From an optimization exercise on the open Yosys and OpenROAD flow, aimed at small area, a short achievable clock period and few clock cycles per item; shortcuts taken in it are not production practice. Where RTL was checked, it was by simulation tests only, not by an equivalence proof against the original. The flow treats the clock pin as an ideal source, which a real chip does not have. Power figures rest on the tool's default switching activity, not on a simulated workload.

branch delta:
Design systolic_array_controller, start of the top module:
module systolic_array_controller (
	input clk,
	input rst_n,
	input [3:0] a11, a12, a21, a22,
	input [3:0] b11, b12, b21, b22,
	input in_valid,
	output logic [8:0] c11, c12, c21, c22,
	output logic out_valid
);
For scale: ~450 cells after synthesis, roughly 72 I/O pins, ~5200 um2 of cells after synthesis.
clock: 5.0 ns
lec_check: 0
cap_margin: 20
core_margin: 2
core_utilization: 80
slew_margin: 20
synth_hierarchical: 1
synth_minimum_keep_size: 0
standard.sh (not shown) runs the stock make flow with config.mk's settings and CLKGATE_MAP_FILE= SYNTH_SCRIPT=/design/flow/synth_recipe.tcl, a recipe that flattens the netlist after the stock synthesis.
==> flow/flow/run.sh <==
#!/bin/bash
# Own layout flow: the standard layout (standard.sh), with the port buffers
# made from sky130_fd_sc_hd__buf_1 instead of the resizer's default choice.
# make's full output (yosys, openroad, ...) goes to make_finish.log here; ORFS
# keeps each step's own log under orfs/logs/.
set -euo pipefail
export BUFFER_PORTS_ARGS="-buffer_cell sky130_fd_sc_hd__buf_1"
bash standard.sh finish > make_finish.log 2>&1
--- input diff branch delta..branch juniper ---
Settings: swapping 80 for 65 in CORE_UTILIZATION; putting CTS_BUF_LIST at sky130_fd_sc_hd__clkbuf_8 where nothing was set.
==> run notes <==
branch delta and branch juniper ended up with roughly the same worst hold slack.
On power share of the clock group, the higher figure sits with branch juniper, not branch delta.
branch juniper vs. branch delta: final cell count moved up, number of clock buffers in the layout moved down.
No run of this note included a check of the RTL's function; only the layout flow was run.

Another version of the RTL of systolic_array_controller (not shown whole).
export LEC_CHECK = 0
export CAP_MARGIN = 20
export CORE_MARGIN = 2
export CORE_UTILIZATION = 65
export CTS_BUF_LIST = sky130_fd_sc_hd__clkbuf_8
export SLEW_MARGIN = 20
export SYNTH_HIERARCHICAL = 1
export SYNTH_MINIMUM_KEEP_SIZE = 0
create_clock -name core_clock -period 5.0 [get_ports {clk}]
==> flow/flow/run.sh <==
#!/bin/bash
# Own layout flow: the standard layout (standard.sh), with the port buffers
# made from sky130_fd_sc_hd__buf_2 instead of the resizer's default choice.
# make's full output (yosys, openroad, ...) goes to make_finish.log here; ORFS
# keeps each step's own log under orfs/logs/.
set -euo pipefail
export BUFFER_PORTS_ARGS="-buffer_cell sky130_fd_sc_hd__buf_2"
bash standard.sh finish > make_finish.log 2>&1
The baseline passed the timing, DRC and antenna checks.
Testbench counts at the start, summed over its fixed seeds: cycles 1,216, items 1,200.
Then changed:
--- a/flow/config.mk
+++ b/flow/config.mk
@@ -11,0 +12,2 @@
+export CTS_CLUSTER_DIAMETER = 60
+export CTS_CLUSTER_SIZE = 25
Outcome: Cell area does not change. Routed wire length stays the same. Utilization does not change. Area after synthesis stays the same. Clock power barely changes. Via count is unchanged. Sequential cell count stays the same. First-iteration DRC count stays the same. Die area does not change. Total power stays the same.
Then changed:
--- a/flow/flow/run.sh
+++ b/flow/flow/run.sh
@@ -2,2 +2,4 @@
-# Own layout flow: the standard layout (standard.sh), with the port buffers
-# made from sky130_fd_sc_hd__buf_2 instead of the resizer's default choice.
+# Own layout flow: the standard layout (standard.sh), with smaller port
+# buffers than the resizer's default choice: sky130_fd_sc_hd__buf_2 on the inputs
+# (each drives eight gates) and, through flow/ports.tcl after global placement,
+# sky130_fd_sc_hd__buf_1 on the outputs.
@@ -7,0 +10 @@
+export POST_GLOBAL_PLACE_TCL="$PWD/flow/ports.tcl"
==> flow/flow/ports.tcl (new file) <==
# Runs after global placement (POST_GLOBAL_PLACE_TCL).  buffer_ports gave every
# port a sky130_fd_sc_hd__buf_2; the output ports' buffers only drive the pin
# load, so they become sky130_fd_sc_hd__buf_1 (detailed placement legalizes).
set n 0
foreach inst [[ord::get_db_block] getInsts] {
  if {[string match "output*" [$inst getName]] && [[$inst getMaster] getName] eq "sky130_fd_sc_hd__buf_2"} {
    replace_cell [$inst getName] sky130_fd_sc_hd__buf_1
    incr n
  }
}
puts "ports.tcl: $n output buffers are now sky130_fd_sc_hd__buf_1"
--- a/flow/config.mk
+++ b/flow/config.mk
@@ -12,2 +11,0 @@
-export CTS_CLUSTER_DIAMETER = 60
-export CTS_CLUSTER_SIZE = 25
What happened: The new run finished clean; clock-buffer cell count is lower by 3; via count is lower slightly; wire length is lower by a few percent; final cell count is about the same; core utilization is lower by 0.99 points; synthesized area does not change; setup slack is worse by 5.3 ps; combinational power is lower by a few percent; die area stays the same.
Then changed:
--- a/flow/flow/run.sh
+++ b/flow/flow/run.sh
@@ -3 +3 @@
-# buffers than the resizer's default choice: sky130_fd_sc_hd__buf_2 on the inputs
+# buffers than the resizer's default choice: sky130_fd_sc_hd__buf_4 on the inputs
@@ -9 +9 @@
-export BUFFER_PORTS_ARGS="-buffer_cell sky130_fd_sc_hd__buf_2"
+export BUFFER_PORTS_ARGS="-buffer_cell sky130_fd_sc_hd__buf_4"
--- a/flow/flow/ports.tcl
+++ b/flow/flow/ports.tcl
@@ -2 +2 @@
-# port a sky130_fd_sc_hd__buf_2; the output ports' buffers only drive the pin
+# port a sky130_fd_sc_hd__buf_4; the output ports' buffers only drive the pin
@@ -6 +6 @@
-  if {[string match "output*" [$inst getName]] && [[$inst getMaster] getName] eq "sky130_fd_sc_hd__buf_2"} {
+  if {[string match "output*" [$inst getName]] && [[$inst getMaster] getName] eq "sky130_fd_sc_hd__buf_4"} {
Result: Worst setup slack improved by 66 ps; non-clock buffer count does not change; die area does not change; area after synthesis does not change; flip-flop and latch count is unchanged.
Then changed:
==> flow/flow/run.sh (replaced) <==
#!/bin/bash
# Own layout flow: the standard layout (standard.sh), with the port buffers
# made from sky130_fd_sc_hd__buf_2 instead of the resizer's default choice.
# make's full output (yosys, openroad, ...) goes to make_finish.log here; ORFS
# keeps each step's own log under orfs/logs/.
set -euo pipefail
export BUFFER_PORTS_ARGS="-buffer_cell sky130_fd_sc_hd__buf_2"
bash standard.sh finish > make_finish.log 2>&1
--- a/flow/config.mk
+++ b/flow/config.mk
@@ -11,0 +12,2 @@
+export CTS_CLUSTER_DIAMETER = 100
+export CTS_CLUSTER_SIZE = 35
removed: flow/flow/ports.tcl
Area after synthesis stays the same.
Design area falls by about 1.2%.
Combinational power barely changes.
Count of clock-buffer cells in the layout rises by 2.

TR:
systolic_array_controller, a different RTL version from the one above (not shown whole).
Size: roughly 110 flip-flops, roughly 72 I/O pins, ~5500 sq um of cells after synthesis.
==> flow/design.v (excerpt) <==
module systolic_array_controller (
	input clk,
	input rst_n,
	input [3:0] a11, a12, a21, a22,
	input [3:0] b11, b12, b21, b22,
	input in_valid,
	output logic [8:0] c11, c12, c21, c22,
	output logic out_valid
);
export LEC_CHECK = 0
export CAP_MARGIN = 20
export CORE_MARGIN = 2
export CORE_UTILIZATION = 40
export SLEW_MARGIN = 20
export SYNTH_HIERARCHICAL = 1
export SYNTH_MINIMUM_KEEP_SIZE = 0
create_clock -name core_clock -period 5.0 [get_ports {clk}]
run.sh (not shown) runs the stock make flow with config.mk's settings and CLKGATE_MAP_FILE= SYNTH_SCRIPT=/design/flow/synth_recipe.tcl, a recipe that flattens the netlist after the stock synthesis.
Stock flow here: none of the scripts above is used.
Every stage of the flow completed for TR, and the final layout passed the timing, DRC and antenna checks.
Here is what was changed in the inputs of AL compared with TR.
==> flow/flow/run.sh (new file) <==
#!/bin/bash
# Own layout flow: the standard layout (standard.sh), with the port buffers
# made from sky130_fd_sc_hd__buf_1 instead of the resizer's default choice.
# make's full output (yosys, openroad, ...) goes to make_finish.log here; ORFS
# keeps each step's own log under orfs/logs/.
set -euo pipefail
export BUFFER_PORTS_ARGS="-buffer_cell sky130_fd_sc_hd__buf_1"
bash standard.sh finish > make_finish.log 2>&1
==> flow/standard.sh (new file) <==
#!/bin/bash
# synth_recipe.tcl (not shown) runs the flow's synth.tcl, then flattens the netlist and writes it again
# the make line also repeats each setting of config.mk as NAME=value (left out here)
make -C /OpenROAD-flow-scripts/flow DESIGN_CONFIG=/design/flow/config.mk WORK_HOME=/design/flow/orfs CLKGATE_MAP_FILE= SYNTH_SCRIPT=/design/flow/synth_recipe.tcl "${@:-finish}"
removed: flow/run.sh
==> comparison <==
- Endpoint of the most critical setup path: c21_q[7] -> TR, c22[7] -> AL
- Cell area reported after detailed placement went down by a few percent going from TR to AL.
- Re worst setup slack: TR and AL aren't equal, and the higher value belongs to AL.
- [compare] base=TR new=AL: ratio of final minimum period to clock period went down by 1.9 points; clock network fraction of total power went down by 1.7 points; met1 demand-to-capacity share in global routing went down by 0.31 points; half-perimeter wire length after placement went up by 53 um.
- Re routed wire length: TR and AL aren't equal, and the lower value belongs to AL.
- Compared with TR, AL shows a sequential share of cell area that is 2.6 points higher.
- Summary — minimum clock period, AL relative to TR: lower, by 95 ps.
- AL: flow completed, timing, DRC and antenna clean
Function was not checked in any run of this note: the RTL went through the layout flow alone.

systolic_array_controller, a different RTL version from the one above (not shown whole).
For scale: ~480 cells after synthesis, roughly 110 flip-flops.
Settings: LEC_CHECK=0, CAP_MARGIN=20, CORE_MARGIN=2, CORE_UTILIZATION=65, CTS_BUF_LIST=sky130_fd_sc_hd__clkbuf_8, SLEW_MARGIN=20, SYNTH_HIERARCHICAL=1, SYNTH_MINIMUM_KEEP_SIZE=0; clock period 5.0 ns.
standard.sh (not shown) runs the stock make flow with config.mk's settings and CLKGATE_MAP_FILE= SYNTH_SCRIPT=/design/flow/synth_recipe.tcl, a recipe that flattens the netlist after the stock synthesis.
==> flow/flow/run.sh <==
#!/bin/bash
# Own layout flow: the standard layout (standard.sh) with two changes:
# - the port buffers are sky130_fd_sc_hd__buf_1 instead of the resizer's default;
# - before CTS, flow/skew.tcl gives the output registers their own clock buffer,
#   so that their clock arrives later (useful skew for the stage-2 paths).
# make's full output (yosys, openroad, ...) goes to make_finish.log here; ORFS
# keeps each step's own log under orfs/logs/.
set -euo pipefail
export BUFFER_PORTS_ARGS="-buffer_cell sky130_fd_sc_hd__buf_1"
export PRE_CTS_TCL="$PWD/flow/skew.tcl"
bash standard.sh finish > make_finish.log 2>&1
==> flow/flow/skew.tcl <==
# Runs just before clock tree synthesis (PRE_CTS_TCL).  The output registers
# (c11..c22 and out_valid) get their clock through one extra clock buffer, so
# their clock arrives later than that of the stage-1 registers (useful skew
# for the register-to-register paths of stage 2).  CTS then builds the clock
# tree for both nets.
set block [ord::get_db_block]
set db [ord::get_db]
set master [$db findMaster sky130_fd_sc_hd__clkbuf_2]
set clk [$block findNet clk]
set regs {}
set sx 0
set sy 0
foreach inst [$block getInsts] {
  if {[regexp {^(c(11|12|21|22)\[[0-9]+\]|out_valid)\$_DFF} [$inst getName]]} {
    lappend regs $inst
    set b [$inst getBBox]
    set sx [expr {$sx + ([$b xMin] + [$b xMax]) / 2}]
    set sy [expr {$sy + ([$b yMin] + [$b yMax]) / 2}]
  }
}
set n [llength $regs]
puts "skew.tcl: $n output registers"
set buf [odb::dbInst_create $block $master clkskew_buf]
set net [odb::dbNet_create $block clk_out_regs]
$net setSigType CLOCK
[$buf findITerm A] connect $clk
[$buf findITerm X] connect $net
foreach inst $regs {
  set it [$inst findITerm CLK]
  $it disconnect
  $it connect $net
}
$buf setLocation [expr {$sx / $n}] [expr {$sy / $n}]
$buf setPlacementStatus PLACED
Testbench counts at the start, summed over its fixed seeds: cycles 1,216, items 1,200.
Then changed:
--- a/flow/flow/skew.tcl
+++ b/flow/flow/skew.tcl
@@ -14 +14 @@
-  if {[regexp {^(c(11|12|21|22)\[[0-9]+\]|out_valid)\$_DFF} [$inst getName]]} {
+  if {[regexp {^(c(11|12|21|22)\\?\[[0-9]+\\?\]|out_valid)\$_DFF} [$inst getName]]} {
=> First-iteration DRC count is higher by 33%. Wire length is higher by 1.2%. Sequential power hardly moves. Worst setup slack gets better by 35 ps. Combinational power stays flat. Hold slack gets worse by 120 ps. Total power is higher by 1.4%. Cell area is higher by 0.66%. Via count is higher by 1.7%. Synthesized cell count does not change. Register-to-register slack gets better by 40 ps.

systolic_array_controller, a different RTL version from the one above (not shown whole).
Size: about 98 flip-flops, ~72 I/O pins, ~5600 um^2 of cells after synthesis.
export LEC_CHECK = 0
export CAP_MARGIN = 20
export CORE_MARGIN = 2
export CORE_UTILIZATION = 65
export CTS_BUF_LIST = sky130_fd_sc_hd__clkbuf_8
export SLEW_MARGIN = 20
export SYNTH_HIERARCHICAL = 1
export SYNTH_MINIMUM_KEEP_SIZE = 0
create_clock -name core_clock -period 5.0 [get_ports {clk}]
==> flow/flow/run.sh <==
#!/bin/bash
# Own layout flow: the standard layout (standard.sh), with smaller port
# buffers than the resizer's default choice: sky130_fd_sc_hd__buf_4 on the inputs
# (each drives eight gates) and, through flow/ports.tcl after global placement,
# sky130_fd_sc_hd__buf_1 on the outputs; and a clock tree of smaller buffers.
# make's full output (yosys, openroad, ...) goes to make_finish.log here; ORFS
# keeps each step's own log under orfs/logs/.
set -euo pipefail
export BUFFER_PORTS_ARGS="-buffer_cell sky130_fd_sc_hd__buf_4"
export POST_GLOBAL_PLACE_TCL="$PWD/flow/ports.tcl"
# clock tree: sky130_fd_sc_hd__clkbuf_8 at the root, sky130_fd_sc_hd__clkbuf_4 below,
# with the leaf clusters kept small enough for the clock-pin slew limit
export CTS_ARGS="-sink_clustering_enable -repair_clock_nets -root_buf sky130_fd_sc_hd__clkbuf_8 -buf_list sky130_fd_sc_hd__clkbuf_4 -sink_buffer_max_cap_derate 0.5"
bash standard.sh finish > make_finish.log 2>&1
==> flow/flow/ports.tcl <==
# Runs after global placement (POST_GLOBAL_PLACE_TCL).  buffer_ports gave every
# port a sky130_fd_sc_hd__buf_4; the output ports' buffers only drive the pin
# load, so they become sky130_fd_sc_hd__buf_1 (detailed placement legalizes).
set n 0
foreach inst [[ord::get_db_block] getInsts] {
  if {[string match "output*" [$inst getName]] && [[$inst getMaster] getName] eq "sky130_fd_sc_hd__buf_4"} {
    replace_cell [$inst getName] sky130_fd_sc_hd__buf_1
    incr n
  }
}
puts "ports.tcl: $n output buffers are now sky130_fd_sc_hd__buf_1"
The baseline finished clean.
Testbench counts at the start, summed over its fixed seeds: cycles 1,216, items 1,200.
Edit:
==> flow/flow/run.sh (replaced) <==
#!/bin/bash
# Own layout flow: the standard layout (standard.sh), with smaller port
# buffers than the resizer's default choice: sky130_fd_sc_hd__buf_4 on the inputs
# (each drives eight gates) and, through flow/ports.tcl after global placement,
# sky130_fd_sc_hd__buf_1 on the outputs.
# make's full output (yosys, openroad, ...) goes to make_finish.log here; ORFS
# keeps each step's own log under orfs/logs/.
set -euo pipefail
export BUFFER_PORTS_ARGS="-buffer_cell sky130_fd_sc_hd__buf_4"
export POST_GLOBAL_PLACE_TCL="$PWD/flow/ports.tcl"
bash standard.sh finish > make_finish.log 2>&1
=> The changed run finished clean; total power barely changes; final cell count stays the same; global-route usage hardly moves; worst setup slack is about the same.

## what the ideal ports hide
In the flow no input, the clock included, has a driving cell. The finished layouts below were timed again as built, in two steps. Step 1, drivers: a clkbuf_16 drives clk and a buf_2 each remaining input, both assumed. Step 2 adds t to the input delays and takes it off the output delays; t is the mean of the earliest and latest rising clock arrival at the registers after step 1. Input paths then give back, and output paths get back, about the clock's delay inside the block. Three values: ideal ports, drivers, drivers and shift; two values: the first two.
run	t (ns)	setup slack, ns	hold slack, ns	cell pins on the clock port's net
branch delta	0.402	2.213 / 2.213 / 2.204	0.367 / 0.367 / 0.367	1
branch juniper	0.402	2.325 / 2.325 / 2.325	0.365 / 0.365 / 0.365	1
the first run of note 2	0.396	2.510 / 2.501 / 2.105	0.372 / 0.372 / 0.372	1
the second run of note 2	0.396	2.510 / 2.501 / 2.105	0.372 / 0.372 / 0.372	1
the third run of note 2	0.387	2.505 / 2.494 / 2.107	0.363 / 0.363 / 0.363	1
the fourth run of note 2	0.387	2.571 / 2.541 / 2.154	0.373 / 0.373 / 0.373	1
the fifth run of note 2	0.396	2.510 / 2.501 / 2.105	0.372 / 0.372 / 0.372	1
TR	0.388	2.357 / 2.375 / 1.987	0.352 / 0.352 / 0.352	1
AL	0.387	2.452 / 2.452 / 2.360	0.361 / 0.361 / 0.361	1
the first run of note 4	0.485	2.533 / 2.533 / 2.308	0.272 / 0.260 / 0.468	2
the second run of note 4	0.631	2.568 / 2.568 / 2.316	0.152 / 0.139 / 0.329	2
the first run of note 5	0.387	2.836 / 2.842 / 2.455	0.371 / 0.371 / 0.371	1
the second run of note 5	0.390	2.838 / 2.843 / 2.454	0.372 / 0.372 / 0.372	1
After both steps every run listed still meets setup and hold. For the fourth run of note 2, which loses most, drivers alone change the setup slack by -0.030 ns; drivers and shift together by -0.417 ns.
